From an optimization exercise on the open Yosys and OpenROAD flow, aimed at small area, a short achievable clock period and few clock cycles per item; shortcuts taken in it are not production practice.
Only simulation tests tie the RTL to the original design; equivalence was not proved.

File: config.mk
export PLATFORM = sky130hd
export DESIGN_NAME = DIVIDER_wrapper
export DESIGN_NICKNAME = DIVIDER_wrapper
export VERILOG_FILES = /design/flow/design.v
export SDC_FILE = /design/flow/constraint.sdc
export NUM_CORES = 4
export LEC_CHECK = 0
export ABC_CLOCK_PERIOD_IN_PS = 3000
export CAP_MARGIN = 20
export CORE_MARGIN = 2
export CORE_UTILIZATION = 40
export SETUP_SLACK_MARGIN = 5
export SLEW_MARGIN = 20
File: constraint.sdc
create_clock -name core_clock -period 10.0 [get_ports {clk}]
set_input_delay 2.0000 -clock core_clock [delete_from_list [all_inputs] [get_ports {clk}]]
set_output_delay 2.0000 -clock core_clock [all_outputs]
set_load 0.01 [all_outputs]
File: design.v
module DIVIDER (
    input  logic        clk, clr, go,
    input  logic [1:0]  func3,
    input  logic [31:0] rs1, rs2,
    output logic        done,
    output logic [31:0] rd
);
localparam logic [1:0] S_PREP = 2'd0, S_ITER = 2'd1, S_FIN = 2'd2, S_FIN0 = 2'd3;
logic [1:0]  state;
logic        done_r;
logic [31:0] R, B, Q;
logic [3:0]  cnt;
logic        neg_q, neg_r, is_rem;
assign done = done_r;
assign rd   = R;     
logic        sgn;
logic [31:0] abs_a, abs_b;
assign sgn   = ~func3[0];
assign abs_a = (sgn & rs1[31]) ? -rs1 : rs1;
assign abs_b = (sgn & rs2[31]) ? -rs2 : rs2;
logic [5:0]  za, zb;
logic [6:0]  dd;
logic        b_zero, short_op;
lzc32 lz_a (.x(R), .n(za));
lzc32 lz_b (.x(B), .n(zb));
assign dd       = {1'b0, zb} - {1'b0, za};
assign b_zero   = zb[5];
assign short_op = b_zero | dd[6];
logic [32:0] d1;
logic [33:0] d2;
logic [34:0] d3, csa_s, csa_c, x3, y3, z3;
logic        ge1, ge2, ge3;
assign d1 = {1'b0, R} - {1'b0, B};
assign d2 = {2'b0, R} - {1'b0, B, 1'b0};
assign x3 = {3'b0, R};
assign y3 = {3'b0, B};
assign z3 = ~{1'b0, B, 2'b0};
assign csa_s = x3 ^ y3 ^ z3;
assign csa_c = (x3 & y3) | (x3 & z3) | (y3 & z3);
assign d3 = csa_s + {csa_c[33:0], 1'b1};
assign ge1 = ~d1[32];
assign ge2 = ~d2[33];
assign ge3 = ~d3[34];
logic [31:0] r_next;
logic [1:0]  qd;
always_comb begin
    if (ge3)      r_next = d3[31:0];
    else if (ge2) r_next = d2[31:0];
    else if (ge1) r_next = d1[31:0];
    else          r_next = R;
end
assign qd = {ge2, ge3 | (ge1 & ~ge2)};
logic [31:0] negx;
assign negx = ~d1[31:0];     
logic need_neg;
assign need_neg = is_rem ? neg_r : neg_q;
always_ff @(posedge clk) begin
    if (done_r) begin
        B      <= abs_b;
        is_rem <= func3[1];
        neg_r  <= sgn & rs1[31];
        neg_q  <= sgn & (rs1[31] ^ rs2[31]) & (rs2 != 32'b0);
    end else if (state == S_PREP) begin
        B      <= B << {dd[4:1], 1'b0};
    end else if ((cnt == 4'd0) | (state == S_FIN0)) begin
        B      <= 32'd1;
    end else begin
        B      <= {2'b0, B[31:2]};
    end
    if (state == S_PREP) begin
        Q   <= 32'b0;
        cnt <= dd[4:1];
    end else begin
        Q   <= {Q[29:0], qd};
        cnt <= cnt - 4'd1;
    end
end
always_ff @(posedge clk) begin
    if (clr) begin
        done_r <= 1'b1;
        state  <= S_PREP;
    end else if (done_r) begin
        if (go) begin
            R      <= abs_a;
            state  <= S_PREP;
            done_r <= 1'b0;
        end
    end else begin
        case (state)
        S_PREP: begin
            if (short_op & ~is_rem) R <= {32{b_zero}};
            if (short_op) begin
                if (is_rem & neg_r) state <= S_FIN0;
                else done_r <= 1'b1;
            end else begin
                state <= S_ITER;
            end
        end
        S_ITER: begin
            if ((cnt == 4'd0) & ~is_rem) R <= {Q[29:0], qd};
            else                         R <= r_next;
            if (cnt == 4'd0) begin
                if (need_neg) state <= S_FIN;
                else done_r <= 1'b1;
            end
        end
        S_FIN0: begin
            state <= S_FIN;
        end
        default: begin
            R <= negx;
            done_r <= 1'b1;
        end
        endcase
    end
end
endmodule
module lzc32 (
    input  logic [31:0] x,
    output logic [5:0]  n
);
    logic [15:0] z1; logic [15:0] c1;
    logic [7:0]  z2; logic [1:0] c2 [8];
    logic [3:0]  z3; logic [2:0] c3 [4];
    logic [1:0]  z4; logic [3:0] c4 [2];
    logic [4:0]  c5;
    always_comb begin
        for (int i = 0; i < 16; i++) begin
            z1[i] = ~(x[2*i+1] | x[2*i]);
            c1[i] = ~x[2*i+1];
        end
        for (int i = 0; i < 8; i++) begin
            z2[i] = z1[2*i+1] & z1[2*i];
            c2[i] = z1[2*i+1] ? {1'b1, c1[2*i]} : {1'b0, c1[2*i+1]};
        end
        for (int i = 0; i < 4; i++) begin
            z3[i] = z2[2*i+1] & z2[2*i];
            c3[i] = z2[2*i+1] ? {1'b1, c2[2*i]} : {1'b0, c2[2*i+1]};
        end
        for (int i = 0; i < 2; i++) begin
            z4[i] = z3[2*i+1] & z3[2*i];
            c4[i] = z3[2*i+1] ? {1'b1, c3[2*i]} : {1'b0, c3[2*i+1]};
        end
        c5 = z4[1] ? {1'b1, c4[0]} : {1'b0, c4[1]};
        n  = (z4[1] & z4[0]) ? 6'd32 : {1'b0, c5};
    end
endmodule
module DIVIDER_wrapper(
    input clk, go, clr,
    input [1:0] func3,
    input [31:0] rs1, rs2,
    output done,
    output logic [31:0] rd);
    DIVIDER divider(.clk(clk), .clr(clr), .go(go), .func3(func3),
                    .rs1(rs1), .rs2(rs2), .done(done), .rd(rd));
endmodule
File: run.sh
#!/bin/bash
# synth_recipe.tcl (not shown) runs the flow's synth.tcl, then flattens the netlist and writes it again
# the make line also repeats each setting of config.mk as NAME=value (left out here)
make -C /OpenROAD-flow-scripts/flow DESIGN_CONFIG=/design/flow/config.mk WORK_HOME=/design/flow/orfs CLKGATE_MAP_FILE= SYNTH_SCRIPT=/design/flow/synth_recipe.tcl finish
==> notes.md, run 1 <==
Fin. Hold Viols 0; mapped cell area 0.0141 mm²; layout cells sized above 1 6.02%; routed len/inst 24.0 µm; crit path launch type register; YS warnings 5; die height 192 µm; Final WS setup 5.07 ns; # clock sinks 104; Vias/cell 6.27; CP Cell Sequence or4_1 > or2_4 > nor3b_4 > nor4b_1 > o2111ai_1 > o21ai_1 > fa_4 > nor2_1 > nand2_1 > a21oi_1 > o21ai_0 > a22oi_1; top cells by area, synth ha_1, dfxtp_1, edfxtp_1; unrepaired setup endpoints after global routing no; largest net degree at the start of global routing 65; Core Box Area 0.0346 mm²; Final Max Tran Viols 0; row cnt 68; CTS Buf Count 9; Total GRT Usage 31.0%; # hold bufs at CTS 0; register area share after synthesis 17.5%; Tcrit/Tclk final 49.3%; Fillers 3,508; H-Tree Depth 3; Mapped Cells 1,878; GP Congestion 0.964; first-pass GRT wire length 85,800 µm; Async SR Flop Fraction 0%; vias 15,045; die area 0.0368 mm²; Synth Net Count 2,086; Starting DRT DRC Count 1,507; number of synthesized register bits 104; DR DRC count 0; CTS tree done; Slew Limit Headroom 34.0%; IO Pins 102; CTS max path bufs 2; Final Net Count 2,147; f_max 203 MHz; Setup Viol. Count Final 0; WL final 57,500 µm; Synth Area per Inst 7.52 µm²; antenna cells 0; crit path kind register to register; TNS Setup 0 ns; CP top delay family simple AND/OR/NAND/NOR gates; CP Max Fanout 42; most common cell after layout, fill and taps aside a21oi_1; leading cell types in the layout, fill and taps excluded a21oi_1, inv_1, nand2_1; initial core utilization 40.8%; hold_ws 0.467 ns; Hold Path Class register to register; WP buf/inv 0; Worst path slowest cell fa_4; distinct cell type count after synthesis 84; initial antenna violation count 1; Clock transition at path regs 0.07 ns; Yosys top cell area share 9.30%; Arr. time, crit path 5.15 ns; antenna viol nets, final 0; DP HPWL 44,600 µm; Period minus WS final 4.93 ns; pre-CTS setup slack 4.42 ns; slowest stage delay, CP 1.26 ns; vias in the first global route 14,212; final clock skew 0.0137 ns; Crit. End Element register; Congestion Overflow GR 0; P&R area growth vs syn 14.9%; Worst-Margin Slew 0.978 ns; fin util 46.9%; Die X-Extent 192 µm; drt first pass iters 6; status finished clean; root buffer cell clkbuf_16; MaxCap Viol Count 0; worst path required time 10.22 ns; biggest area consumer among synthesized cells ha_1; ys flop type dfxtp_1; number of synthesized flops with an enable pin 39; IO Port Bufs 101; worst skew pair latency 0.38 ns
[cells by family after synthesis]
family,Yosys count,share of synthesized area (%)
fa+ha+maj,140,14.2
buf+inv,255,6.91
compound gates,677,31.5
mux,35,2.62
flops,104,17.5
simple gates,527,18.6
xor+xnor,140,8.68
[through the flow]
stage | area, µm² | cells
2_1_floorplan | 14100 | 1878
3_3_place_gp | 15600 | 2370
3_5_place_dp | 15600 | 2370
4_1_cts | 16000 | 2392
5_1_grt | 16200 | 2399
6_report | 16200 | 2399
[flip-flops by register name, summed over array words and instances (netlist names), 2 cells and up]
name	cells
divider.B	32
divider.Q	30
divider.R	32
divider.cnt	4
divider.state	2
[Yosys cell counts, types with 48 or more instances]
cell type / count
clkbuf_1: 74
nor2b_1: 48
o21ai_0: 122
ha_1: 105
dfxtp_1: 65
nor2_1: 133
xor2_1: 58
nand2_1: 134
a21o_1: 52
inv_1: 169
a21oi_1: 211
xnor2_1: 82
[area by class of cell]
type	count	area (µm²)	area share, %
multi-input cells	1520	10900	67.4
well taps	455	569	3.51
repair buffers	135	1280	7.90
clock buffers	16	329	2.03
flip-flops and latches	104	2480	15.3
inverters	169	634	3.91
[routing by layer]
metal | vias to the layer above | global-route usage, % | part of all wire [%]
met4 | 0 | 12.8 | 4.0
met1 | 7252 | 40.7 | 43
li1 | 7007 | - | -
met5 | - | 0 | 0
met2 | 661 | 49.7 | 45
met3 | 125 | 5.90 | 8.0
[path summary, 6_finish.rpt]
| check | to | startpoint | slack [ns] | cells past startpoint |
|---|---|---|---|---|
| hold / removal | divider.cnt[0] | divider.cnt[0] | 0.47 | 1 |
| setup / recovery | divider.B[25] | divider.B[25] | 5.07 | 12 |
| setup reg to reg | divider.B[25] | divider.B[25] | 5.07 | 12 |
| hold reg to reg | divider.cnt[0] | divider.cnt[0] | 0.47 | 1 |
[timing repair]
action,CTS,global route
cloned,1,0
setup endpoints to repair,37,72
pin swaps,2,4
endpoints found under the hold margin,0,0
resized for setup,13,27
setup buffers,5,7
Testbench counts, summed over its fixed seeds: cycles 22,443, items 3,200.
==> inputs of run 2 (changes only) <==
--- a/design.v
+++ b/design.v
@@ -5,7 +5,7 @@
     output logic        done,
     output logic [31:0] rd
 );
-localparam logic [1:0] S_PREP = 2'd0, S_ITER = 2'd1, S_FIN = 2'd2, S_FIN0 = 2'd3;
+localparam logic [1:0] S_PREP = 2'd0, S_ITER = 2'd1, S_FIN = 2'd2;
 logic [1:0]  state;
 logic        done_r;
 logic [31:0] R, B, Q;
@@ -30,14 +30,14 @@
 logic [33:0] d2;
 logic [34:0] d3, csa_s, csa_c, x3, y3, z3;
 logic        ge1, ge2, ge3;
-assign d1 = {1'b0, R} - {1'b0, B};
-assign d2 = {2'b0, R} - {1'b0, B, 1'b0};
+addbk #(.W(33)) add1 (.a({1'b0, R}), .b(~{1'b0, B}), .cin(1'b1), .s(d1));
+addbk #(.W(34)) add2 (.a({2'b0, R}), .b(~{1'b0, B, 1'b0}), .cin(1'b1), .s(d2));
 assign x3 = {3'b0, R};
 assign y3 = {3'b0, B};
 assign z3 = ~{1'b0, B, 2'b0};
 assign csa_s = x3 ^ y3 ^ z3;
 assign csa_c = (x3 & y3) | (x3 & z3) | (y3 & z3);
-assign d3 = csa_s + {csa_c[33:0], 1'b1};
+addbk #(.W(35)) add3 (.a(csa_s), .b({csa_c[33:0], 1'b1}), .cin(1'b0), .s(d3));
 assign ge1 = ~d1[32];
 assign ge2 = ~d2[33];
 assign ge3 = ~d3[34];
@@ -51,7 +51,7 @@
 end
 assign qd = {ge2, ge3 | (ge1 & ~ge2)};
 logic [31:0] negx;
-assign negx = ~d1[31:0];     
+assign negx = -R;
 logic need_neg;
 assign need_neg = is_rem ? neg_r : neg_q;
 always_ff @(posedge clk) begin
@@ -62,8 +62,6 @@
         neg_q  <= sgn & (rs1[31] ^ rs2[31]) & (rs2 != 32'b0);
     end else if (state == S_PREP) begin
         B      <= B << {dd[4:1], 1'b0};
-    end else if ((cnt == 4'd0) | (state == S_FIN0)) begin
-        B      <= 32'd1;
     end else begin
         B      <= {2'b0, B[31:2]};
     end
@@ -90,7 +88,7 @@
         S_PREP: begin
             if (short_op & ~is_rem) R <= {32{b_zero}};
             if (short_op) begin
-                if (is_rem & neg_r) state <= S_FIN0;
+                if (is_rem & neg_r) state <= S_FIN;
                 else done_r <= 1'b1;
             end else begin
                 state <= S_ITER;
@@ -104,9 +102,6 @@
                 else done_r <= 1'b1;
             end
         end
-        S_FIN0: begin
-            state <= S_FIN;
-        end
         default: begin
             R <= negx;
             done_r <= 1'b1;
@@ -114,6 +109,31 @@
         endcase
     end
 end
+endmodule
+module addbk #(parameter int W = 32, parameter int LG = 6) (
+    input  logic [W-1:0] a, b,
+    input  logic         cin,
+    output logic [W-1:0] s
+);
+    logic [W-1:0] p, g, pp, gg;
+    always_comb begin
+        p  = a ^ b;
+        g  = a & b;
+        pp = p;
+        gg = g;
+        gg[0] = g[0] | (p[0] & cin);
+        for (int i = 1; i <= LG; i++)
+            for (int j = 2**i - 1; j < W; j = j + 2**i) begin
+                gg[j] = gg[j] | (pp[j] & gg[j - 2**(i-1)]);
+                pp[j] = pp[j] & pp[j - 2**(i-1)];
+            end
+        for (int i = LG; i > 0; i--)
+            for (int j = 2**i + 2**(i-1) - 1; j < W; j = j + 2**i) begin
+                gg[j] = gg[j] | (pp[j] & gg[j - 2**(i-1)]);
+                pp[j] = pp[j] & pp[j - 2**(i-1)];
+            end
+        s = p ^ {gg[W-2:0], cin};
+    end
 endmodule
 module lzc32 (
     input  logic [31:0] x,
==> run 2 against run 1 <==
Effect of this change:
- worst setup slack improved by 0.12 ns
- largest cell class unchanged
- cell count fell by 5.3%
- area after synthesis fell by 2.3%
- synthesized cell count fell by 8.2%
- flip-flop and latch count did not move
- register-to-register slack improved by 0.12 ns
- via count fell by 7.4%
- worst hold slack barely moved
- clock-buffer cell count fell by 7
- still clean on timing, DRC and antenna
- non-clock buffer count rose by 14
- core utilization fell by 0.075 points
==> notes.md, run 2 <==
status finished clean (unchanged); vias in the first global route 13,547 (was 14,212); hold path depth 1 (unchanged); antenna viol nets, final 0 (unchanged); IO Port Bufs 101 (unchanged); Synth Area per Inst 8.01 µm² (was 7.52 µm²); r2r setup slk 5.18 ns (was 5.07 ns); ys flop type dfxtp_1 (unchanged); most common cell after layout, fill and taps aside inv_1 (was a21oi_1); biggest regs divider.B (32), divider.R (32), divider.Q (30) (unchanged); end of the worst hold path divider.Q[13] (was divider.cnt[0]); root buffer cell clkbuf_16 (unchanged); top-count cell post-synth inv_1 (was a21oi_1); Final Net Count 2,063 (was 2,147); Die X-Extent 190 µm (was 192 µm); first-pass GRT wire length 79,800 µm (was 85,800 µm); reg2reg start divider.R[7] (was divider.B[25]); Arr. time, crit path 4.88 ns (was 5.15 ns); distinct cell type count after synthesis 76 (was 84); Total GRT Usage 28.9% (was 31.0%); YS warnings 8 (was 5); Fin. Hold Viols 0 (unchanged); top cells by area, synth fa_1, dfxtp_1, ha_1 (was ha_1, dfxtp_1, edfxtp_1); drt first pass iters 6 (unchanged); Async SR Flop Fraction 0% (unchanged); post-route cell area 0.0160 mm² (was 0.0162 mm²); H-Tree Depth 3 (unchanged); unrepaired setup endpoints after global routing no (unchanged); CTS max path bufs 2 (unchanged); Core Box Area 0.0343 mm² (was 0.0346 mm²); vias 13,930 (was 15,045); Worst-Margin Slew 1.14 ns (was 0.978 ns); # clock sinks 104 (unchanged); RR Endpoint divider.R[2] (was divider.B[25]); Setup Viol. Count Final 0 (unchanged); Area after DPL 0.0153 mm² (was 0.0156 mm²); leading cell types in the layout, fill and taps excluded inv_1, a21oi_1, nand2_1 (was a21oi_1, inv_1, nand2_1); P&R area growth vs syn 16.3% (was 14.9%); Tcrit/Tclk final 48.2% (was 49.3%); antenna cells 0 (unchanged); Yosys top cell area share 11.3% (was 9.30%); Hold Startpoint divider.Q[11] (was divider.cnt[0]); # hold bufs at CTS 0 (unchanged); Mapped Cells 1,724 (was 1,878); CP top delay family compound AO/OA/AOI/OAI gates (was simple AND/OR/NAND/NOR gates); GP Congestion 0.960 (was 0.964); metal3 WL 4720 µm (was 4600 µm); met2 routed WL 23,600 µm (was 26,100 µm); TNS Setup 0 ns (unchanged); Post-synth top cells inv_1, a21oi_1, nand2_1 (was a21oi_1, inv_1, nand2_1); CTS Buf Count 9 (unchanged); worst path required time 10.07 ns (was 10.22 ns); row cnt 68 (unchanged); Worst path slowest cell edfxtp_1 (was fa_4); routed len/inst 23.2 µm (was 24.0 µm); CP Cell Sequence inv_1 > o311ai_2 > a211oi_1 > o311ai_1 > a211oi_1 > o31ai_1 > a211oi_1 > o311ai_2 > inv_1 > fa_4 > nor2b_1 > o21ai_0 > a21boi_1 > o21ai_0 > a21oi_2 > o21ai_0 > nand2b_1 > a221oi_4 > buf_8 (was or4_1 > or2_4 > nor3b_4 > nor4b_1 > o2111ai_1 > o21ai_1 > fa_4 > nor2_1 > nand2_1 > a21oi_1 > o21ai_0 > a22oi_1); Vias/cell 6.13 (was 6.27); number of synthesized flops with an enable pin 39 (unchanged); largest net degree at the start of global routing 73 (was 65); Period minus WS final 4.82 ns (was 4.93 ns); number of synthesized register bits 104 (unchanged); Worst Reg-to-Reg Cells 19 (was 12); Crit. End Element register (unchanged); DP HPWL 40,000 µm (was 44,600 µm); Fillers 3,407 (was 3,508); CTS tree done (unchanged); initial core utilization 40.3% (was 40.8%); Slew Limit Headroom 24.0% (was 34.0%); crit path kind register to register (unchanged); f_max 208 MHz (was 203 MHz); slowest stage delay, CP 0.50 ns (was 1.26 ns); biggest area consumer among synthesized cells fa_1 (was ha_1); Clock transition at path regs 0.09 ns (was 0.07 ns); Synth Net Count 1,975 (was 2,086); worst skew pair latency 0.38 ns (about the same); Starting DRT DRC Count 1,573 (was 1,507); MaxCap Viol Count 0 (unchanged); met1 WL 22,600 µm (was 24,400 µm); DR top layer met4 (unchanged); Congestion Overflow GR 0 (unchanged); Hold Path Class register to register (unchanged); WL final 52,800 µm (was 57,500 µm); IO Pins 102 (unchanged); Final Max Tran Viols 0 (unchanged); register area share after synthesis 17.9% (was 17.5%); layout cells sized above 1 6.77% (was 6.02%); crit path launch type register (unchanged); die height 190 µm (was 192 µm); mapped cell area 0.0138 mm² (was 0.0141 mm²); die area 0.0360 mm² (was 0.0368 mm²); CP Max Fanout 22 (was 42); final clock skew 0.0155 ns (was 0.0137 ns); DR DRC count 0 (unchanged); WP buf/inv 3 (was 0); initial antenna violation count 0 (was 1)
## run 2: changes by cell type in the layout (fill, tap and decap cells not counted), sizes merged, moves of 11 or more
| cell | change |
|---|---|
| nand2 | +13 |
| mux2i | +11 |
| buf | +14 |
| a32oi | +12 |
| nor3 | -14 |
| a21oi | -58 |
| nor2b | -30 |
| and2 | +30 |
| nand3 | +13 |
| o21ai | -35 |
| fa | +44 |
| a221oi | -11 |
| a22oi | -19 |
## run 2: cell type report
| type | instances | area, µm² | area share [%] |
|---|---|---|---|
| clock inverters | 7 | 72.6 | 0.452 |
| repair buffers | 149 | 1410 | 8.79 |
| inverters | 165 | 619 | 3.86 |
| clock buffers | 9 | 225 | 1.40 |
| multi-input cells | 1383 | 10700 | 66.5 |
| well taps | 455 | 569 | 3.55 |
| flip-flops and latches | 104 | 2480 | 15.4 |
## run 2: worst max path at each step
stage,from,endpoint,slack (ns),cells past startpoint
2_1_floorplan,divider.R[2],divider.R[10],5.06,19
6_report,divider.R[7],divider.R[2],5.18,19
3_5_place_dp,divider.R[2],divider.B[29],4.26,18
3_3_place_gp,divider.R[2],divider.B[30],4.26,17
5_1_grt,divider.R[7],divider.R[11],4.94,19
4_1_cts,divider.R[1],divider.B[28],5.01,16
## run 2: logic make-up (layout without fill, tap and decap cells)
kind of cell | after synthesis | count (layout) | synth area share, %
flip-flops | 104 | 104 | 17.9
multiplexers | 43 | 43 | 3.15
AND/OR/NAND/NOR | 517 | 517 | 18.9
AO/OA/AOI/OAI | 508 | 508 | 24.4
adder cells (fa/ha/maj) | 182 | 182 | 20.7
buffers and inverters | 240 | 330 | 6.70
XOR/XNOR | 130 | 133 | 8.25
## run 2: repair_timing
action                                  4_1_cts  5_1_grt
cloned                                        2        1
pin swaps                                     1        3
gates resized for setup                      13       25
setup buffers                                 5       23
endpoints found under the setup margin       75       80
## run 2: layer usage
| layer | up-vias | global-route usage [%] |
|---|---|---|
| li1 | 6363 | - |
| met4 | 0 | 10.2 |
| met3 | 111 | 6.18 |
| met2 | 684 | 45.5 |
| met1 | 6772 | 39.1 |
| met5 | - | 0 |
## run 2: metrics by stage
step / hold slack, ns / std cells / worst slack, ns / utilization (%)
floorplan: 0.424 / 1724 / 5.06 / -
global placement: 0.438 / 2225 / 4.26 / 44.6
detailed placement: 0.447 / 2225 / 4.26 / 44.6
CTS: 0.467 / 2248 / 5.01 / 45.8
global route: 0.493 / 2272 / 4.94 / 46.8
finish: 0.467 / 2272 / 5.18 / 46.8
## run 2: worst register-to-register path, delay by kind of cell (launching register included)
kind | cells | cell delay, ns
simple gates | 2 | 0.25
buf+inv | 3 | 0.56
fa+ha+maj | 1 | 0.40
compound gates | 13 | 2.76
flops | 1 | 0.50
Testbench counts of run 2, summed over its fixed seeds: cycles 22,314, items 3,200.
==> inputs of run 3 (changes only) <==
==> flow/run.sh (new file) <==
#!/bin/bash
# Standard ORFS layout, with repair_timing aiming for extra setup slack.
set -euo pipefail
bash standard.sh SETUP_SLACK_MARGIN=5.6 finish > standard_flow.log 2>&1
==> standard.sh (new file) <==
#!/bin/bash
# synth_recipe.tcl (not shown) runs the flow's synth.tcl, then flattens the netlist and writes it again
# the make line also repeats each setting of config.mk as NAME=value (left out here)
make -C /OpenROAD-flow-scripts/flow DESIGN_CONFIG=/design/flow/config.mk WORK_HOME=/design/flow/orfs CLKGATE_MAP_FILE= SYNTH_SCRIPT=/design/flow/synth_recipe.tcl "${@:-finish}"
removed: run.sh
==> run 3 against run 2 <==
Effect of this change:
- final area rose by 8.2%
- clock skew barely moved
- worst setup slack improved by 0.36 ns
- first-iteration DRC count fell by 16%
- non-clock buffer count rose by 85
- core utilization rose by 3.9 points
- highest routed layer unchanged
- clock-buffer cell count did not move
- critical path depth fell by 2
- global-route usage rose by 0.68 points
==> notes.md, run 3 <==
status finished clean (unchanged); reg2reg start divider.R[5] (was divider.R[7]); Starting DRT DRC Count 1,317 (was 1,573); # hold bufs at CTS 0 (unchanged); Final Max Tran Viols 0 (unchanged); end of the worst hold path divider.Q[8] (was divider.Q[13]); CP Max Fanout 6 (was 22); leading cell types in the layout, fill and taps excluded inv_1, nand2_1, a21oi_1 (was inv_1, a21oi_1, nand2_1); Post-synth top cells inv_1, a21oi_1, nand2_1 (unchanged); Crit. End Element register (unchanged); Setup Viol. Count Final 0 (unchanged); register area share after synthesis 17.9% (unchanged); crit path launch type register (unchanged); Worst Reg-to-Reg Cells 17 (was 19); r2r setup slk 5.54 ns (was 5.18 ns); DP HPWL 40,100 µm (was 40,000 µm); Die X-Extent 190 µm (unchanged); drt first pass iters 5 (was 6); worst path required time 10.22 ns (was 10.07 ns); CTS max path bufs 2 (unchanged); TNS Setup 0 ns (unchanged); die height 190 µm (unchanged); top-count cell post-synth inv_1 (unchanged); MaxCap Viol Count 0 (unchanged); root buffer cell clkbuf_16 (unchanged); routed len/inst 23.4 µm (was 23.2 µm); top cells by area, synth fa_1, dfxtp_1, ha_1 (unchanged); CTS Buf Count 9 (unchanged); RR Endpoint divider.B[27] (was divider.R[2]); first-pass GRT wire length 81,800 µm (was 79,800 µm); Synth Area per Inst 8.01 µm² (unchanged); mapped cell area 0.0138 mm² (unchanged); Period minus WS final 4.46 ns (was 4.82 ns); Yosys top cell area share 11.3% (unchanged); H-Tree Depth 3 (unchanged); largest net degree at the start of global routing 55 (was 73); Core Box Area 0.0343 mm² (unchanged); Tcrit/Tclk final 44.6% (was 48.2%); GP Congestion 0.932 (was 0.960); initial core utilization 40.3% (unchanged); hold path depth 1 (unchanged); hold_ws 0.461 ns (was 0.467 ns); most common cell after layout, fill and taps aside inv_1 (unchanged); f_max 224 MHz (was 208 MHz); Worst-Margin Slew 1.15 ns (was 1.14 ns); Async SR Flop Fraction 0% (unchanged); biggest regs divider.B (32), divider.R (32), divider.Q (30) (unchanged); Congestion Overflow GR 0 (unchanged); antenna viol nets, final 0 (unchanged); P&R area growth vs syn 25.9% (was 16.3%); row cnt 68 (unchanged); distinct cell type count after synthesis 76 (unchanged); Hold Path Class register to register (unchanged); biggest area consumer among synthesized cells fa_1 (unchanged); WL final 55,000 µm (was 52,800 µm); DR DRC count 0 (unchanged); Synth Net Count 1,975 (unchanged); unrepaired setup endpoints after global routing yes (was no); IO Port Bufs 101 (unchanged); vias 14,402 (was 13,930); vias in the first global route 13,841 (was 13,547); die area 0.0360 mm² (unchanged); fin util 50.7% (was 46.8%); CTS tree done (unchanged); Total GRT Usage 29.6% (was 28.9%); Slew Limit Headroom 23.3% (was 24.0%); final clock skew 0.0156 ns (was 0.0155 ns); Mapped Cells 1,724 (unchanged); # clock sinks 104 (unchanged); Fin. Hold Viols 0 (unchanged); crit path kind register to register (unchanged); Clock transition at path regs 0.10 ns (was 0.09 ns); layout cells sized above 1 16.5% (was 6.77%); worst skew pair latency 0.39 ns (was 0.38 ns); Final Net Count 2,146 (was 2,063); Fillers 3,274 (was 3,407); post-route cell area 0.0174 mm² (was 0.0160 mm²); Hold Startpoint divider.Q[6] (was divider.Q[11]); Arr. time, crit path 4.68 ns (was 4.88 ns); number of synthesized flops with an enable pin 39 (unchanged); Vias/cell 6.11 (was 6.13); YS warnings 8 (unchanged); ys flop type dfxtp_1 (unchanged); Area after DPL 0.0153 mm² (about the same); number of synthesized register bits 104 (unchanged); IO Pins 102 (unchanged); initial antenna violation count 0 (unchanged)
## run 3: cell counts after synthesis
Identical to the previous run, type by type.
## run 3: critical path, stage by stage, from the launching register on
cell and delay, ns:
edfxtp_1 0.45, o311ai_2 0.39, a211oi_2 0.15, o311ai_2 0.33
a211oi_2 0.13, o31ai_1 0.25, a211oi_2 0.14, o311ai_2 0.26
inv_1 0.10, fa_4 0.51, xor2_4 0.19, buf_6 0.17
buf_16 0.15, a21oi_1 0.25, mux2i_2 0.18, and3_1 0.22
o31ai_1 0.30, a22oi_1 0.12
## run 3: worst max path at each step
stage,startpoint,depth (start not counted),to
global route,divider.B[15],17,divider.B[24]
global placement,divider.R[2],16,divider.B[31]
floorplan,divider.R[4],13,divider.R[10]
finish,divider.R[5],17,divider.B[27]
detailed placement,divider.R[2],16,divider.B[27]
CTS,divider.R[2],19,divider.B[29]
## run 3: through the flow
| step | setup slack (ns) | cells |
|---|---|---|
| 2_1_floorplan | 5.60 | 1724 |
| 3_3_place_gp | 4.71 | 2227 |
| 3_5_place_dp | 4.57 | 2227 |
| 4_1_cts | 5.46 | 2298 |
| 5_1_grt | 5.42 | 2355 |
| 6_report | 5.54 | 2356 |
## run 3: cell type report
| type | count | area, µm² | area share (%) |
|---|---|---|---|
| multi-input cells | 1380 | 11100 | 63.7 |
| diodes | 1 | 2.50 | 0.0144 |
| well taps | 455 | 569 | 3.28 |
| clock buffers | 9 | 225 | 1.30 |
| repair buffers | 234 | 2280 | 13.1 |
| clock inverters | 7 | 93.8 | 0.540 |
| inverters | 165 | 623 | 3.59 |
| flip-flops and latches | 104 | 2500 | 14.4 |
| repair inverters | 1 | 7.51 | 0.0432 |
## run 3: cells by family (layout without fill, tap and decap cells)
logic type	count (synthesis)	after routing	synth area share [%]
AND/OR/NAND/NOR	517	517	18.9
AO/OA/AOI/OAI	508	508	24.4
buffers and inverters	240	416	6.70
adder cells (fa/ha/maj)	182	182	20.7
XOR/XNOR	130	130	8.25
flip-flops	104	104	17.9
multiplexers	43	43	3.15
other	0	1	0
## run 3: layer usage
metal	global-route usage, %	routed length [µm]	part of all wire (%)
met2	46.9	24400	44
met3	4.26	4620	8.4
met5	0	0	0
met1	40.5	23700	43
met4	12.1	2350	4.3
## run 3: timing repair
action | 4_1_cts | 5_1_grt
gates resized for setup | 107 | 99
gates cloned | 3 | 4
setup buffers | 52 | 53
pin swaps | 29 | 34
hold endpoints to repair | 0 | 0
setup endpoints to repair | 97 | 91
==> inputs of run 4 (changes only) <==
--- a/design.v
+++ b/design.v
@@ -16,8 +16,8 @@
 logic        sgn;
 logic [31:0] abs_a, abs_b;
 assign sgn   = ~func3[0];
-assign abs_a = (sgn & rs1[31]) ? -rs1 : rs1;
-assign abs_b = (sgn & rs2[31]) ? -rs2 : rs2;
+addbk #(.W(32)) absa (.a(rs1 ^ {32{sgn & rs1[31]}}), .b(32'b0), .cin(sgn & rs1[31]), .s(abs_a));
+addbk #(.W(32)) absb (.a(rs2 ^ {32{sgn & rs2[31]}}), .b(32'b0), .cin(sgn & rs2[31]), .s(abs_b));
 logic [5:0]  za, zb;
 logic [6:0]  dd;
 logic        b_zero, short_op;
@@ -51,7 +51,7 @@
 end
 assign qd = {ge2, ge3 | (ge1 & ~ge2)};
 logic [31:0] negx;
-assign negx = -R;
+addbk #(.W(32)) negr (.a(~R), .b(32'b0), .cin(1'b1), .s(negx));
 logic need_neg;
 assign need_neg = is_rem ? neg_r : neg_q;
 always_ff @(posedge clk) begin
==> run.sh (new file) <==
#!/bin/bash
# synth_recipe.tcl (not shown) runs the flow's synth.tcl, then flattens the netlist and writes it again
# the make line also repeats each setting of config.mk as NAME=value (left out here)
make -C /OpenROAD-flow-scripts/flow DESIGN_CONFIG=/design/flow/config.mk WORK_HOME=/design/flow/orfs CLKGATE_MAP_FILE= SYNTH_SCRIPT=/design/flow/synth_recipe.tcl finish
removed: flow/run.sh
removed: standard.sh
==> run 4 against run 3 <==
Effect of this change:
- non-clock buffer count is 48 lower
- fmax decreased by 13%
- clock skew shrank 0.0050 ns
- via count is 3.8% lower
- flip-flop and latch count is the same
- highest routed layer unchanged
==> notes.md, run 4 <==
Vias/cell 6.02 (was 6.11); Final Max Tran Viols 0 (unchanged); distinct cell type count after synthesis 95 (was 76); Final Net Count 2,130 (was 2,146); Yosys top cell area share 13.1% (was 11.3%); CTS max path bufs 2 (unchanged); Die X-Extent 193 µm (was 190 µm); Post-synth top cells inv_1, ha_1, a21oi_1 (was inv_1, a21oi_1, nand2_1); IO Pins 102 (unchanged); Period minus WS final 5.13 ns (was 4.46 ns); Congestion Overflow GR 0 (unchanged); number of synthesized register bits 104 (unchanged); ys flop type dfxtp_1 (unchanged); CTS Buf Count 9 (unchanged); antenna viol nets, final 0 (unchanged); initial antenna violation count 0 (unchanged); DP HPWL 41,500 µm (was 40,100 µm); Hold Startpoint divider.Q[27] (was divider.Q[6]); CP Max Fanout 4 (was 6); die height 193 µm (was 190 µm); vias 13,859 (was 14,402); Core Box Area 0.0353 mm² (was 0.0343 mm²); Arr. time, crit path 5.21 ns (was 4.68 ns); Worst-Margin Slew 1.08 ns (was 1.15 ns); status finished clean (unchanged); f_max 195 MHz (was 224 MHz); most common cell after layout, fill and taps aside inv_1 (unchanged); first-pass GRT wire length 80,200 µm (was 81,800 µm); P&R area growth vs syn 18.4% (was 25.9%); H-Tree Depth 3 (unchanged); reg2reg start divider.B[9] (was divider.R[5]); Fin. Hold Viols 0 (unchanged); Crit. End Element register (unchanged); Clock transition at path regs 0.08 ns (was 0.10 ns); vias in the first global route 13,335 (was 13,841); CTS tree done (unchanged); post-route cell area 0.0169 mm² (was 0.0174 mm²); mapped cell area 0.0143 mm² (was 0.0138 mm²); biggest regs divider.B (32), divider.R (32), divider.Q (30) (unchanged); Total GRT Usage 28.9% (was 29.6%); register area share after synthesis 17.3% (was 17.9%); top cells by area, synth ha_1, fa_1, dfxtp_1 (was fa_1, dfxtp_1, ha_1); Worst path slowest cell or4_4 (was fa_4); TNS Setup 0 ns (unchanged); drt first pass iters 5 (unchanged); CP startpoint func3[0] (was divider.R[5]); biggest area consumer among synthesized cells ha_1 (was fa_1); Hold Path Class register to register (unchanged); Fillers 3,376 (was 3,274); # clock sinks 104 (unchanged); Slew Limit Headroom 27.9% (was 23.3%); Async SR Flop Fraction 0% (unchanged); Finished Layout Cells 2,301 (was 2,356); final clock skew 0.0106 ns (was 0.0156 ns); slowest stage delay, CP 0.53 ns (was 0.51 ns); initial core utilization 40.4% (was 40.3%); MaxCap Viol Count 0 (unchanged); GP Congestion 0.954 (was 0.932); crit path kind primary input to register (was register to register); row cnt 69 (was 68); Mapped Cells 1,710 (was 1,724); crit path launch type primary input (was register); DR DRC count 0 (unchanged); WL final 53,500 µm (was 55,000 µm); YS warnings 9 (was 8); CP Cell Sequence buf_8 > nand2b_4 > buf_12 > clkinv_16 > nand2b_4 > or4_4 > a221oi_4 > o21ai_2 > or3b_4 > nand3b_1 > nand3b_1 > nor3b_2 > ha_2 > xor2_2 > xnor2_1 > a22oi_1 (was o311ai_2 > a211oi_2 > o311ai_2 > a211oi_2 > o31ai_1 > a211oi_2 > o311ai_2 > inv_1 > fa_4 > xor2_4 > buf_6 > buf_16 > a21oi_1 > mux2i_2 > and3_1 > o31ai_1 > a22oi_1); Synth Area per Inst 8.34 µm² (was 8.01 µm²); root buffer cell clkbuf_16 (unchanged); hold_ws 0.459 ns (was 0.461 ns); Starting DRT DRC Count 1,376 (was 1,317); layout cells sized above 1 10.9% (was 16.5%); Setup Viol. Count Final 0 (unchanged); IO Port Bufs 101 (unchanged); worst skew pair latency 0.37 ns (was 0.39 ns); top-count cell post-synth inv_1 (unchanged); unrepaired setup endpoints after global routing yes (unchanged); Synth Net Count 2,006 (was 1,975); number of synthesized flops with an enable pin 39 (unchanged); Final WS setup 4.87 ns (was 5.54 ns); fin util 47.8% (was 50.7%); pre-CTS setup slack 3.45 ns (was 4.57 ns); Area after DPL 0.0158 mm² (was 0.0153 mm²); largest net degree at the start of global routing 72 (was 55); die area 0.0372 mm² (was 0.0360 mm²); routed len/inst 23.3 µm (was 23.4 µm); placed cells 2,222 (was 2,227); leading cell types in the layout, fill and taps excluded inv_1, ha_1, a21oi_1 (was inv_1, nand2_1, a21oi_1); Tcrit/Tclk final 51.3% (was 44.6%); worst path required time 10.09 ns (was 10.22 ns)
-- run 4: layout make-up --
type                    count  area (µm²)  share of cell area [%]
clock inverters             5        41.3                   0.245
well taps                 461         577                    3.42
inverters                 178         702                    4.16
clock buffers              11         233                    1.38
diodes                      1        2.50                  0.0148
flip-flops and latches    104        2490                    14.7
repair buffers            186        1730                    10.2
multi-input cells        1355       11100                    65.8
-- run 4: worst paths after layout --
| path | depth (start not counted) | slack [ns] | endpoint |
|---|---|---|---|
| max | 16 | 4.87 | divider.R[29] |
| min | 1 | 0.46 | divider.Q[29] |
| max reg2reg | 17 | 5.13 | divider.R[26] |
| min reg2reg | 1 | 0.46 | divider.Q[29] |
-- run 4: worst max-delay path: cells and delay by family --
family                   cells  cell delay (ns)
adder cells (fa/ha/maj)      1             0.21
XOR/XNOR                     2             0.30
AND/OR/NAND/NOR              7             1.82
AO/OA/AOI/OAI                3             0.57
buffers and inverters        3             0.30
-- run 4: routing by layer --
metal	wire length, µm	vias up	global-route usage (%)
met5	0	-	0
met2	24000	636	45.8
met3	4720	98	5.44
li1	-	6387	-
met4	1700	0	9.89
met1	23100	6738	39.3
-- run 4: logic make-up (layout without fill, tap and decap cells) --
family / after synthesis / after routing / share of synthesized area (%)
compound gates: 453 / 453 / 21.2
xor+xnor: 155 / 155 / 9.52
fa+ha+maj: 227 / 227 / 24.0
buf+inv: 252 / 380 / 7.13
flops: 104 / 104 / 17.3
mux: 50 / 50 / 3.54
other cells: 0 / 1 / 0
simple gates: 469 / 470 / 17.2
-- run 4: what timing repair did --
item,4_1_cts,5_1_grt
setup endpoints to repair,62,70
buffers inserted,10,49
gates cloned,2,1
pin swaps,8,13
resized for setup,44,50
hold buffers,0,0
Testbench counts of run 4, summed over its fixed seeds: cycles 22,314, items 3,200.
==> inputs of run 5 (changes only) <==
--- a/design.v
+++ b/design.v
@@ -5,19 +5,20 @@
     output logic        done,
     output logic [31:0] rd
 );
-localparam logic [1:0] S_PREP = 2'd0, S_ITER = 2'd1, S_FIN = 2'd2;
-logic [1:0]  state;
+localparam logic S_PREP = 1'b0, S_ITER = 1'b1;
+logic        state;
 logic        done_r;
 logic [31:0] R, B, Q;
 logic [3:0]  cnt;
 logic        neg_q, neg_r, is_rem;
+logic        neg_out;    
 assign done = done_r;
-assign rd   = R;     
+addbk #(.W(32)) rdneg (.a(R ^ {32{neg_out}}), .b(32'b0), .cin(neg_out), .s(rd));
 logic        sgn;
 logic [31:0] abs_a, abs_b;
 assign sgn   = ~func3[0];
-addbk #(.W(32)) absa (.a(rs1 ^ {32{sgn & rs1[31]}}), .b(32'b0), .cin(sgn & rs1[31]), .s(abs_a));
-addbk #(.W(32)) absb (.a(rs2 ^ {32{sgn & rs2[31]}}), .b(32'b0), .cin(sgn & rs2[31]), .s(abs_b));
+assign abs_a = (sgn & rs1[31]) ? -rs1 : rs1;
+assign abs_b = (sgn & rs2[31]) ? -rs2 : rs2;
 logic [5:0]  za, zb;
 logic [6:0]  dd;
 logic        b_zero, short_op;
@@ -50,8 +51,6 @@
     else          r_next = R;
 end
 assign qd = {ge2, ge3 | (ge1 & ~ge2)};
-logic [31:0] negx;
-addbk #(.W(32)) negr (.a(~R), .b(32'b0), .cin(1'b1), .s(negx));
 logic need_neg;
 assign need_neg = is_rem ? neg_r : neg_q;
 always_ff @(posedge clk) begin
@@ -87,9 +86,9 @@
         case (state)
         S_PREP: begin
             if (short_op & ~is_rem) R <= {32{b_zero}};
+            neg_out <= is_rem & neg_r;
             if (short_op) begin
-                if (is_rem & neg_r) state <= S_FIN;
-                else done_r <= 1'b1;
+                done_r <= 1'b1;
             end else begin
                 state <= S_ITER;
             end
@@ -98,13 +97,9 @@
             if ((cnt == 4'd0) & ~is_rem) R <= {Q[29:0], qd};
             else                         R <= r_next;
             if (cnt == 4'd0) begin
-                if (need_neg) state <= S_FIN;
-                else done_r <= 1'b1;
+                neg_out <= need_neg;
+                done_r  <= 1'b1;
             end
-        end
-        default: begin
-            R <= negx;
-            done_r <= 1'b1;
         end
         endcase
     end
==> run 5 against run 4 <==
Effect of this change:
- still clean on timing, DRC and antenna
- critical path type is now register to output port
- final area fell by 5.3%
- sequential share of layout area rose by 0.88 points
- largest cell class unchanged
- global-route usage fell by 1.4 points
==> notes.md, run 5 <==
# hold bufs at CTS 0 (unchanged); top cells by area, synth fa_1, ha_1, dfxtp_1 (was ha_1, fa_1, dfxtp_1); Final Max Tran Viols 0 (unchanged); worst skew pair latency 0.38 ns (was 0.37 ns); DP HPWL 39,000 µm (was 41,500 µm); routed len/inst 22.5 µm (was 23.3 µm); Hold Path Class register to register (unchanged); GP Congestion 0.938 (was 0.954); MaxCap Viol Count 0 (unchanged); IO Port Bufs 101 (unchanged); Crit. End Element output port (was register); H-Tree Depth 3 (unchanged); CTS tree done (unchanged); CTS Buf Count 9 (unchanged); vias 12,997 (was 13,859); Final WS setup 4.84 ns (was 4.87 ns); distinct cell type count after synthesis 81 (was 95); die height 188 µm (was 193 µm); crit path kind register to output port (was primary input to register); largest net degree at the start of global routing 81 (was 72); initial core utilization 40.6% (was 40.4%); leading cell types in the layout, fill and taps excluded inv_1, a21oi_1, nor2_1 (was inv_1, ha_1, a21oi_1); biggest regs divider.B (32), divider.R (32), divider.Q (30) (unchanged); f_max 194 MHz (was 195 MHz); WL final 49,200 µm (was 53,500 µm); biggest area consumer among synthesized cells fa_1 (was ha_1); Starting DRT DRC Count 1,370 (was 1,376); number of synthesized register bits 104 (unchanged); P&R area growth vs syn 17.5% (was 18.4%); Vias/cell 5.95 (was 6.02); pre-CTS setup slack 3.84 ns (was 3.45 ns); Period minus WS final 5.16 ns (was 5.13 ns); # clock sinks 104 (unchanged); Clock transition at path regs 0.10 ns (was 0.08 ns); Async SR Flop Fraction 0% (unchanged); Synth Area per Inst 8.31 µm² (was 8.34 µm²); root buffer cell clkbuf_16 (unchanged); Fin. Hold Viols 0 (unchanged); antenna viol nets, final 0 (unchanged); Total GRT Usage 27.5% (was 28.9%); register area share after synthesis 18.2% (was 17.3%); Slew Limit Headroom 39.6% (was 27.9%); Synth Net Count 1,905 (was 2,006); Worst-Margin Slew 0.906 ns (was 1.08 ns); row cnt 67 (was 69); Mapped Cells 1,638 (was 1,710); IO Pins 102 (unchanged); Tcrit/Tclk final 51.6% (was 51.3%); CTS max path bufs 2 (unchanged); Congestion Overflow GR 0 (unchanged); Final Net Count 1,999 (was 2,130); first-pass GRT wire length 74,500 µm (was 80,200 µm); Finished Layout Cells 2,185 (was 2,301); Post-synth top cells a21oi_1, inv_1, nor2_1 (was inv_1, ha_1, a21oi_1); Core Box Area 0.0335 mm² (was 0.0353 mm²); crit path launch type register (was primary input); mapped cell area 0.0136 mm² (was 0.0143 mm²); die area 0.0355 mm² (was 0.0372 mm²); r2r setup slk 4.94 ns (was 5.13 ns); most common cell after layout, fill and taps aside inv_1 (unchanged); antenna cells 0 (was 1); TNS Setup 0 ns (unchanged); layout cells sized above 1 9.90% (was 10.9%); final clock skew 0.0219 ns (was 0.0106 ns); hold_ws 0.465 ns (was 0.459 ns); DR DRC count 0 (unchanged); unrepaired setup endpoints after global routing yes (unchanged); status finished clean (unchanged); drt first pass iters 5 (unchanged); Die X-Extent 188 µm (was 193 µm); ys flop type dfxtp_1 (unchanged); Yosys top cell area share 11.5% (was 13.1%); YS warnings 9 (unchanged); initial antenna violation count 0 (unchanged); placed cells 2,135 (was 2,222); Arr. time, crit path 3.16 ns (was 5.21 ns); worst path required time 8.00 ns (was 10.09 ns); CP Max Fanout 7 (was 4); vias in the first global route 12,387 (was 13,335); number of synthesized flops with an enable pin 40 (was 39); Setup Viol. Count Final 0 (unchanged); top-count cell post-synth a21oi_1 (was inv_1)
-- run 5: changes by cell type in the layout (fill, tap and decap cells not counted), sizes merged, moves of 27 or more --
cell | previous run | this run
ha | 149 | 120
nand3 | 51 | 20
nor3 | 51 | 21
xor2 | 45 | 74
buf | 86 | 56
xnor2 | 110 | 83
a21oi | 131 | 165
-- run 5: per-layer routing --
layer	share of wire, %	vias up	routed length [µm]	GRT usage, %
met4	2.6	0	1270	7.87
met5	0	-	0	0
met2	44	543	21800	42.9
li1	-	6020	-	-
met3	8.0	62	3940	4.77
met1	45	6372	22200	38.9
-- run 5: critical path, cell delays in order (launching register included) --
cell      delay, ns
edfxtp_1       0.57
or3b_4         0.44
nor3_2         0.14
o211ai_1       0.14
nand2b_4       0.18
nor2_4         0.09
and3_4         0.19
and3_4         0.20
nand2_4        0.05
nor3b_2        0.17
ha_2           0.20
xnor2_1        0.12
xnor2_1        0.13
buf_2          0.14
-- run 5: cell families after synthesis --
group                      count (synthesis)  synth area share, %
AOI/OAI and AO/OA                        455                 21.2
and+or+nand+nor                          425                 16.2
buffers and inverters                    229                 6.58
adders and majority gates                198                 22.5
xor gates and xnor gates                 157                 10.1
DFF                                      104                 18.2
muxes                                     70                 5.15
-- run 5: final timing paths --
path | startpoint | cells after the start | to
max | divider.neg_out | 13 | rd[31]
min | divider.Q[23] | 1 | divider.Q[25]
max reg2reg | divider.R[19] | 15 | divider.R[22]
min reg2reg | divider.Q[23] | 1 | divider.Q[25]
-- run 5: area by class of cell --
| type | count | area, µm² |
|---|---|---|
| fillers | 3274 | 17600 |
| flip-flops and latches | 104 | 2500 |
| well taps | 448 | 561 |
| multi-input cells | 1305 | 10600 |
| repair buffers | 152 | 1430 |
| inverters | 160 | 604 |
| clock buffers | 9 | 225 |
| clock inverters | 7 | 96.3 |
-- run 5: timing repair --
| action | in CTS | in global routing |
|---|---|---|
| cloned | 1 | 0 |
| endpoints found under the setup margin | 74 | 83 |
| pin swaps | 8 | 11 |
| buffers inserted | 17 | 16 |
| gates resized for setup | 57 | 67 |
-- run 5: through the flow --
step                      instance area [µm²]  util (%)
after floorplan                         13600         -
after global routing                    16000      47.7
after global placement                  15100      45.0
after detailed placement                15100      45.0
final                                   16000      47.7
after CTS                               15700      46.8
Testbench counts of run 5, summed over its fixed seeds: cycles 21,603, items 3,200.
==> inputs of run 6 (changes only) <==
--- a/design.v
+++ b/design.v
@@ -13,7 +13,14 @@
 logic        neg_q, neg_r, is_rem;
 logic        neg_out;    
 assign done = done_r;
-addbk #(.W(32)) rdneg (.a(R ^ {32{neg_out}}), .b(32'b0), .cin(neg_out), .s(rd));
+logic [31:0] orp;
+always_comb begin
+    orp = R;
+    for (int l = 0; l < 5; l++)
+        for (int i = 0; i < 32; i++)
+            if (i[l]) orp[i] = orp[i] | orp[((i >> l) << l) - 1];
+end
+assign rd = R ^ ({orp[30:0], 1'b0} & {32{neg_out}});
 logic        sgn;
 logic [31:0] abs_a, abs_b;
 assign sgn   = ~func3[0];
==> run 6 against run 5 <==
Effect of this change:
- still clean on timing, DRC and antenna
- global-route usage is 0.81 points higher
- final area down 2.1%
- core utilization shrank 0.64 points
- critical endpoint is now divider.R[30]
- fmax rose by 5.4%
- flip-flop and latch count did not move
- sequential share of layout area rose by 0.39 points
- die area decreased by 1.3%
==> notes.md, run 6 <==
Synth Net Count 1,939 (was 1,905); Worst Reg-to-Reg Cells 19 (was 15); worst path required time 10.11 ns (was 8.00 ns); CTS max path bufs 2 (unchanged); r2r setup slk 5.13 ns (was 4.94 ns); worst skew pair latency 0.37 ns (was 0.38 ns); first-pass GRT wire length 76,100 µm (was 74,500 µm); WP depth 12 (was 13); IO Port Bufs 101 (unchanged); Synth Area per Inst 7.95 µm² (was 8.31 µm²); Vias/cell 5.95 (about the same); antenna viol nets, final 0 (unchanged); row cnt 67 (unchanged); DR DRC count 0 (unchanged); ys flop type dfxtp_1 (unchanged); CP Cell Sequence clkdlybuf4s50_1 > inv_1 > ha_1 > or3b_2 > or4_4 > nor3_4 > and2_4 > nand3_1 > o41ai_2 > xor2_1 > a21o_1 > o21ai_1 (was or3b_4 > nor3_2 > o211ai_1 > nand2b_4 > nor2_4 > and3_4 > and3_4 > nand2_4 > nor3b_2 > ha_2 > xnor2_1 > xnor2_1 > buf_2); leading cell types in the layout, fill and taps excluded inv_1, a21oi_1, nand2_1 (was inv_1, a21oi_1, nor2_1); Worst path slowest cell or3b_2 (was edfxtp_1); hold_ws 0.469 ns (was 0.465 ns); GP Congestion 1.03 (was 0.938); largest net degree at the start of global routing 59 (was 81); MaxCap Viol Count 0 (unchanged); RR Endpoint divider.R[19] (was divider.R[22]); Post-synth top cells inv_1, a21oi_1, nand2_1 (was a21oi_1, inv_1, nor2_1); Clock transition at path regs 0.09 ns (was 0.10 ns); CP startpoint rs1[0] (was divider.neg_out); register area share after synthesis 18.5% (was 18.2%); Core Box Area 0.0333 mm² (was 0.0335 mm²); WP buf/inv 2 (was 1); Yosys top cell area share 11.6% (was 11.5%); Starting DRT DRC Count 1,385 (was 1,370); Fillers 3,318 (was 3,274); XOR/XNOR Fraction of Synth Area 9.06% (was 10.1%); top cells by area, synth fa_1, ha_1, dfxtp_1 (unchanged); Die X-Extent 187 µm (was 188 µm); DP HPWL 40,300 µm (was 39,000 µm); slowest stage delay, CP 0.48 ns (was 0.57 ns); root buffer cell clkbuf_16 (unchanged); IO Pins 102 (unchanged); Worst Setup EP divider.R[30] (was rd[31]); crit path kind primary input to register (was register to output port); initial core utilization 40.4% (was 40.6%); Tcrit/Tclk final 48.9% (was 51.6%); number of synthesized flops with an enable pin 40 (unchanged); routed len/inst 22.6 µm (was 22.5 µm); CP Max Fanout 5 (was 7); top-count cell post-synth inv_1 (was a21oi_1); CTS Buf Count 9 (unchanged); Setup Viol. Count Final 0 (unchanged); Final Max Tran Viols 0 (unchanged); Synth Area in Compound Gates 23.0% (was 21.2%); reg2reg start divider.R[3] (was divider.R[19]); f_max 204 MHz (was 194 MHz); layout cells sized above 1 8.15% (was 9.90%); die height 187 µm (was 188 µm); Synth Area in Simple Gates 17.1% (was 16.2%); status finished clean (unchanged); vias 13,260 (was 12,997); Synth Area in Adders 21.2% (was 22.5%); final clock skew 0.0158 ns (was 0.0219 ns); # hold bufs at CTS 0 (unchanged); YS warnings 8 (was 9); P&R area growth vs syn 16.5% (was 17.5%); TNS Setup 0 ns (unchanged); biggest area consumer among synthesized cells fa_1 (unchanged); number of synthesized register bits 104 (unchanged); Crit. End Element register (was output port); Fin. Hold Viols 0 (unchanged); CP top delay family simple AND/OR/NAND/NOR gates (unchanged); pre-CTS setup slack 4.17 ns (was 3.84 ns); Slew Limit Headroom 30.4% (was 39.6%); Hold Path Class register to register (unchanged); # clock sinks 104 (unchanged); Async SR Flop Fraction 0% (unchanged); Worst-Margin Slew 1.04 ns (was 0.906 ns); Final WS setup 5.11 ns (was 4.84 ns); most common cell after layout, fill and taps aside inv_1 (unchanged); unrepaired setup endpoints after global routing no (was yes); multiplexer share of the synthesized area 3.99% (was 5.15%); CTS tree done (unchanged); mapped cell area 0.0134 mm² (was 0.0136 mm²); initial antenna violation count 1 (was 0); die area 0.0351 mm² (was 0.0355 mm²); largest family of logic cells by synthesized area compound AO/OA/AOI/OAI gates (was adder cells); Congestion Overflow GR 0 (unchanged); Final Net Count 2,025 (was 1,999); H-Tree Depth 3 (unchanged); drt first pass iters 5 (unchanged); biggest regs divider.B (32), divider.R (32), divider.Q (30) (unchanged); WL final 50,300 µm (was 49,200 µm); crit path launch type primary input (was register); Mapped Cells 1,689 (was 1,638); antenna cells 0 (unchanged); Total GRT Usage 28.3% (was 27.5%); vias in the first global route 12,660 (was 12,387); distinct cell type count after synthesis 78 (was 81); Arr. time, crit path 5.01 ns (was 3.16 ns); Period minus WS final 4.89 ns (was 5.16 ns)
==> run 6: stage by stage <==
step | util [%] | cell area [µm²] | instances
detailed placement | 44.8 | 14900 | 2193
floorplan | - | 13400 | 1689
global route | 47.0 | 15600 | 2228
finish | 47.0 | 15600 | 2228
CTS | 46.5 | 15500 | 2222
global placement | 44.8 | 14900 | 2193
==> run 6: cells by family after synthesis <==
group / count (synthesis)
adders and majority gates: 181
DFF: 104
muxes: 49
AOI/OAI and AO/OA: 498
and+or+nand+nor: 475
buffers and inverters: 243
xor gates and xnor gates: 139
==> run 6: repair_timing <==
| action | 4_1_cts | 5_1_grt |
|---|---|---|
| setup endpoints to repair | 94 | 68 |
| pin swaps | 1 | 4 |
| gates resized for setup | 35 | 46 |
| buffers inserted | 13 | 5 |
==> run 6: how the worst min path moves through the flow <==
| stage | startpoint | end | slack [ns] | depth (start not counted) |
|---|---|---|---|---|
| after CTS | divider.Q[20] | divider.Q[22] | 0.46 | 1 |
| final | divider.Q[20] | divider.Q[22] | 0.47 | 1 |
| after floorplan | divider.Q[3] | divider.Q[5] | 0.43 | 2 |
| after detailed placement | divider.Q[20] | divider.Q[22] | 0.44 | 1 |
| after global placement | divider.Q[27] | divider.Q[29] | 0.44 | 1 |
| after global routing | divider.Q[20] | divider.Q[22] | 0.49 | 1 |
==> run 6: cell type report <==
| cell class | count | area, µm² | area share [%] |
|---|---|---|---|
| clock buffers | 9 | 225 | 1.44 |
| clock inverters | 7 | 104 | 0.664 |
| inverters | 178 | 679 | 4.34 |
| multi-input cells | 1342 | 10200 | 65.5 |
| flip-flops and latches | 104 | 2510 | 16.0 |
| well taps | 448 | 561 | 3.58 |
| repair buffers | 140 | 1330 | 8.48 |
==> run 6: routing by layer <==
layer  share of wire, %  vias up  GRT usage (%)
met1                 44     6349           40.1
met5              0.022        -              0
met3                8.4       94           3.21
li1                   -     6151              -
met4                3.7        2           10.1
met2                 44      664           44.5
Testbench counts of run 6, summed over its fixed seeds: cycles 21,603, items 3,200.
==> inputs of run 7 (changes only) <==
--- a/design.v
+++ b/design.v
@@ -12,15 +12,12 @@
 logic [3:0]  cnt;
 logic        neg_q, neg_r, is_rem;
 logic        neg_out;    
+logic        const_out;  
+logic        ones_out;
 assign done = done_r;
-logic [31:0] orp;
-always_comb begin
-    orp = R;
-    for (int l = 0; l < 5; l++)
-        for (int i = 0; i < 32; i++)
-            if (i[l]) orp[i] = orp[i] | orp[((i >> l) << l) - 1];
-end
-assign rd = R ^ ({orp[30:0], 1'b0} & {32{neg_out}});
+logic [31:0] rd_r;
+addbk #(.W(32)) rdneg (.a(R ^ {32{neg_out}}), .b(32'b0), .cin(neg_out), .s(rd_r));
+assign rd = const_out ? {32{ones_out}} : rd_r;
 logic        sgn;
 logic [31:0] abs_a, abs_b;
 assign sgn   = ~func3[0];
@@ -92,8 +89,9 @@
     end else begin
         case (state)
         S_PREP: begin
-            if (short_op & ~is_rem) R <= {32{b_zero}};
-            neg_out <= is_rem & neg_r;
+            const_out <= short_op & ~is_rem;
+            ones_out  <= b_zero;
+            neg_out   <= is_rem & neg_r;
             if (short_op) begin
                 done_r <= 1'b1;
             end else begin
==> run 7 against run 6 <==
Effect of this change:
- still clean
- worst hold slack got worse by 0.0015 ns
- clock-buffer cell count did not move
- critical path type is now register to output port
- critical endpoint is now rd[31]
- highest routed layer is now met4
==> notes.md, run 7 <==
leading cell types in the layout, fill and taps excluded inv_1, a21oi_1, ha_1 (was inv_1, a21oi_1, nand2_1); top cells by area, synth fa_1, ha_1, dfxtp_1 (unchanged); vias 13,543 (was 13,260); row cnt 68 (was 67); Final Net Count 2,070 (was 2,025); WP depth 14 (was 12); status finished clean (unchanged); Worst-Margin Slew 0.845 ns (was 1.04 ns); routed len/inst 22.8 µm (was 22.6 µm); Setup Viol. Count Final 0 (unchanged); TNS Setup 0 ns (unchanged); worst skew pair latency 0.38 ns (was 0.37 ns); Crit. End Element output port (was register); slowest stage delay, CP 0.46 ns (was 0.48 ns); CP top delay family simple AND/OR/NAND/NOR gates (unchanged); most common cell after layout, fill and taps aside inv_1 (unchanged); f_max 190 MHz (was 204 MHz); crit path kind register to output port (was primary input to register); Starting DRT DRC Count 1,190 (was 1,385); pre-CTS setup slack 4.04 ns (was 4.17 ns); initial antenna violation count 0 (was 1); largest family of logic cells by synthesized area compound AO/OA/AOI/OAI gates (unchanged); worst path required time 8.00 ns (was 10.11 ns); antenna cells 0 (unchanged); Core Box Area 0.0344 mm² (was 0.0333 mm²); drt first pass iters 5 (unchanged); P&R area growth vs syn 16.6% (was 16.5%); number of synthesized flops with an enable pin 42 (was 40); Mapped Cells 1,710 (was 1,689); die area 0.0363 mm² (was 0.0351 mm²); Final WS setup 4.74 ns (was 5.11 ns); CTS Buf Count 9 (unchanged); Synth Net Count 1,977 (was 1,939); Synth Area per Inst 8.13 µm² (was 7.95 µm²); IO Port Bufs 101 (unchanged); Synth Area in Compound Gates 22.9% (was 23.0%); fin util 47.2% (was 47.0%); # hold bufs at CTS 0 (unchanged); DP HPWL 40,500 µm (was 40,300 µm); post-route cell area 0.0162 mm² (was 0.0156 mm²); CP Max Fanout 3 (was 5); final clock skew 0.0184 ns (was 0.0158 ns); largest net degree at the start of global routing 78 (was 59); crit path launch type register (was primary input); DR DRC count 0 (unchanged); Fillers 3,430 (was 3,318); WP buf/inv 1 (was 2); ys flop type dfxtp_1 (unchanged); # clock sinks 106 (was 104); Slew Limit Headroom 43.5% (was 30.4%); antenna viol nets, final 0 (unchanged); Tcrit/Tclk final 52.6% (was 48.9%); Async SR Flop Fraction 0% (unchanged); Hold Path Class register to register (unchanged); biggest area consumer among synthesized cells fa_1 (unchanged); Vias/cell 5.98 (was 5.95); YS warnings 9 (was 8); top-count cell post-synth inv_1 (unchanged); XOR/XNOR Fraction of Synth Area 9.83% (was 9.06%); mapped cell area 0.0139 mm² (was 0.0134 mm²); multiplexer share of the synthesized area 2.74% (was 3.99%); hold path depth 1 (unchanged); Arr. time, crit path 3.26 ns (was 5.01 ns); Worst Reg-to-Reg Cells 15 (was 19); unrepaired setup endpoints after global routing yes (was no); CTS max path bufs 2 (unchanged); Final Max Tran Viols 0 (unchanged); Post-synth top cells inv_1, a21oi_1, ha_1 (was inv_1, a21oi_1, nand2_1)
[run 7: timing repair]
item	in CTS	in global routing
setup endpoints to repair	50	103
gates cloned	3	2
gates resized for setup	61	53
buffers inserted	13	9
pin swaps	6	10
[run 7: cells by family (layout without fill, tap and decap cells)]
kind of cell               after synthesis  after routing
and+or+nand+nor                        457            457
AOI/OAI and AO/OA                      496            496
adders and majority gates              198            198
muxes                                   37             37
xor gates and xnor gates               156            157
buffers and inverters                  260            357
DFF                                    106            106
[run 7: worst paths after layout]
check	startpoint	endpoint	slack [ns]
min	divider.Q[17]	divider.Q[19]	0.47
max	divider.R[2]	rd[31]	4.74
max reg2reg	divider.R[21]	divider.B[24]	5.15
min reg2reg	divider.Q[17]	divider.Q[19]	0.47
[run 7: through the flow]
step	std cells
2_1_floorplan	1710
3_3_place_gp	2220
3_5_place_dp	2220
4_1_cts	2252
5_1_grt	2263
6_report	2263
[run 7: final cells by class]
cell class | count | area [µm²] | share of cell area [%]
Multi-Input combinational cell | 1345 | 10700 | 65.7
Sequential cell | 106 | 2550 | 15.7
Timing Repair Buffer | 152 | 1420 | 8.76
Inverter | 187 | 706 | 4.35
Tap cell | 455 | 569 | 3.51
Clock buffer | 9 | 225 | 1.39
Clock inverter | 7 | 81.3 | 0.501
Timing Repair inverter | 2 | 15.0 | 0.0926
[run 7: layer usage]
layer,share of wire (%),global-route usage (%),vias up,wire (µm)
li1,-,-,6301,-
met1,44,40.2,6511,22900
met2,43,43.3,637,22100
met3,8.9,4.55,94,4620
met4,4.1,11.2,0,2110
met5,0,0,-,0
[run 7: worst register-to-register path, cell delays in order, from the launching register on]
cell and delay, ns:
edfxtp_1 0.54, or4_1 0.68, nor2_1 0.17, o211ai_1 0.11, a311oi_1 0.35, nor3_1 0.08, nor3_1 0.28, a31oi_1 0.16
fa_2 0.58, buf_4 0.37, clkinvlp_4 0.28, mux2i_1 0.21, inv_1 0.08, nor4_1 0.31, o21ai_0 0.30, a32oi_1 0.27
Testbench counts of run 7, summed over its fixed seeds: cycles 21,603, items 3,200.

re-timing with driven ports:
The flow's constraints put no driver on any port. The routed layouts listed below were extracted and timed again, unchanged, in two steps. Step 1: set_driving_cell puts a clkbuf_16 on clk and a buf_2 on each other input, an assumption about the parent block. Step 2 moves the port delays by t, midway between the first and last clock arrival at a register: inputs arrive t later, outputs are due t later. That takes back most of the time a late clock gives input paths. Slacks: ideal ports / drivers / drivers and shift; pairs: ideal ports / drivers.
| run | t, ns | setup slack, ns | clock arrival spread, ns |
|---|---|---|---|
| run 1 | 0.428 | 5.070 / 5.070 / 4.862 | 0.014 / 0.014 |
| run 2 | 0.422 | 5.185 / 5.185 / 4.837 | 0.017 / 0.017 |
| run 3 | 0.425 | 5.541 / 5.541 / 5.266 | 0.016 / 0.015 |
| run 4 | 0.416 | 4.874 / 4.885 / 4.469 | 0.012 / 0.012 |
| run 5 | 0.419 | 4.844 / 4.794 / 4.676 | 0.022 / 0.022 |
| run 6 | 0.418 | 5.108 / 5.133 / 4.719 | 0.016 / 0.016 |
| run 7 | 0.420 | 4.735 / 4.686 / 4.714 | 0.019 / 0.018 |
After both steps setup and hold are still met in every run listed. For run 4, which loses most, drivers alone change the setup slack by +0.011 ns; drivers and shift together by -0.405 ns.
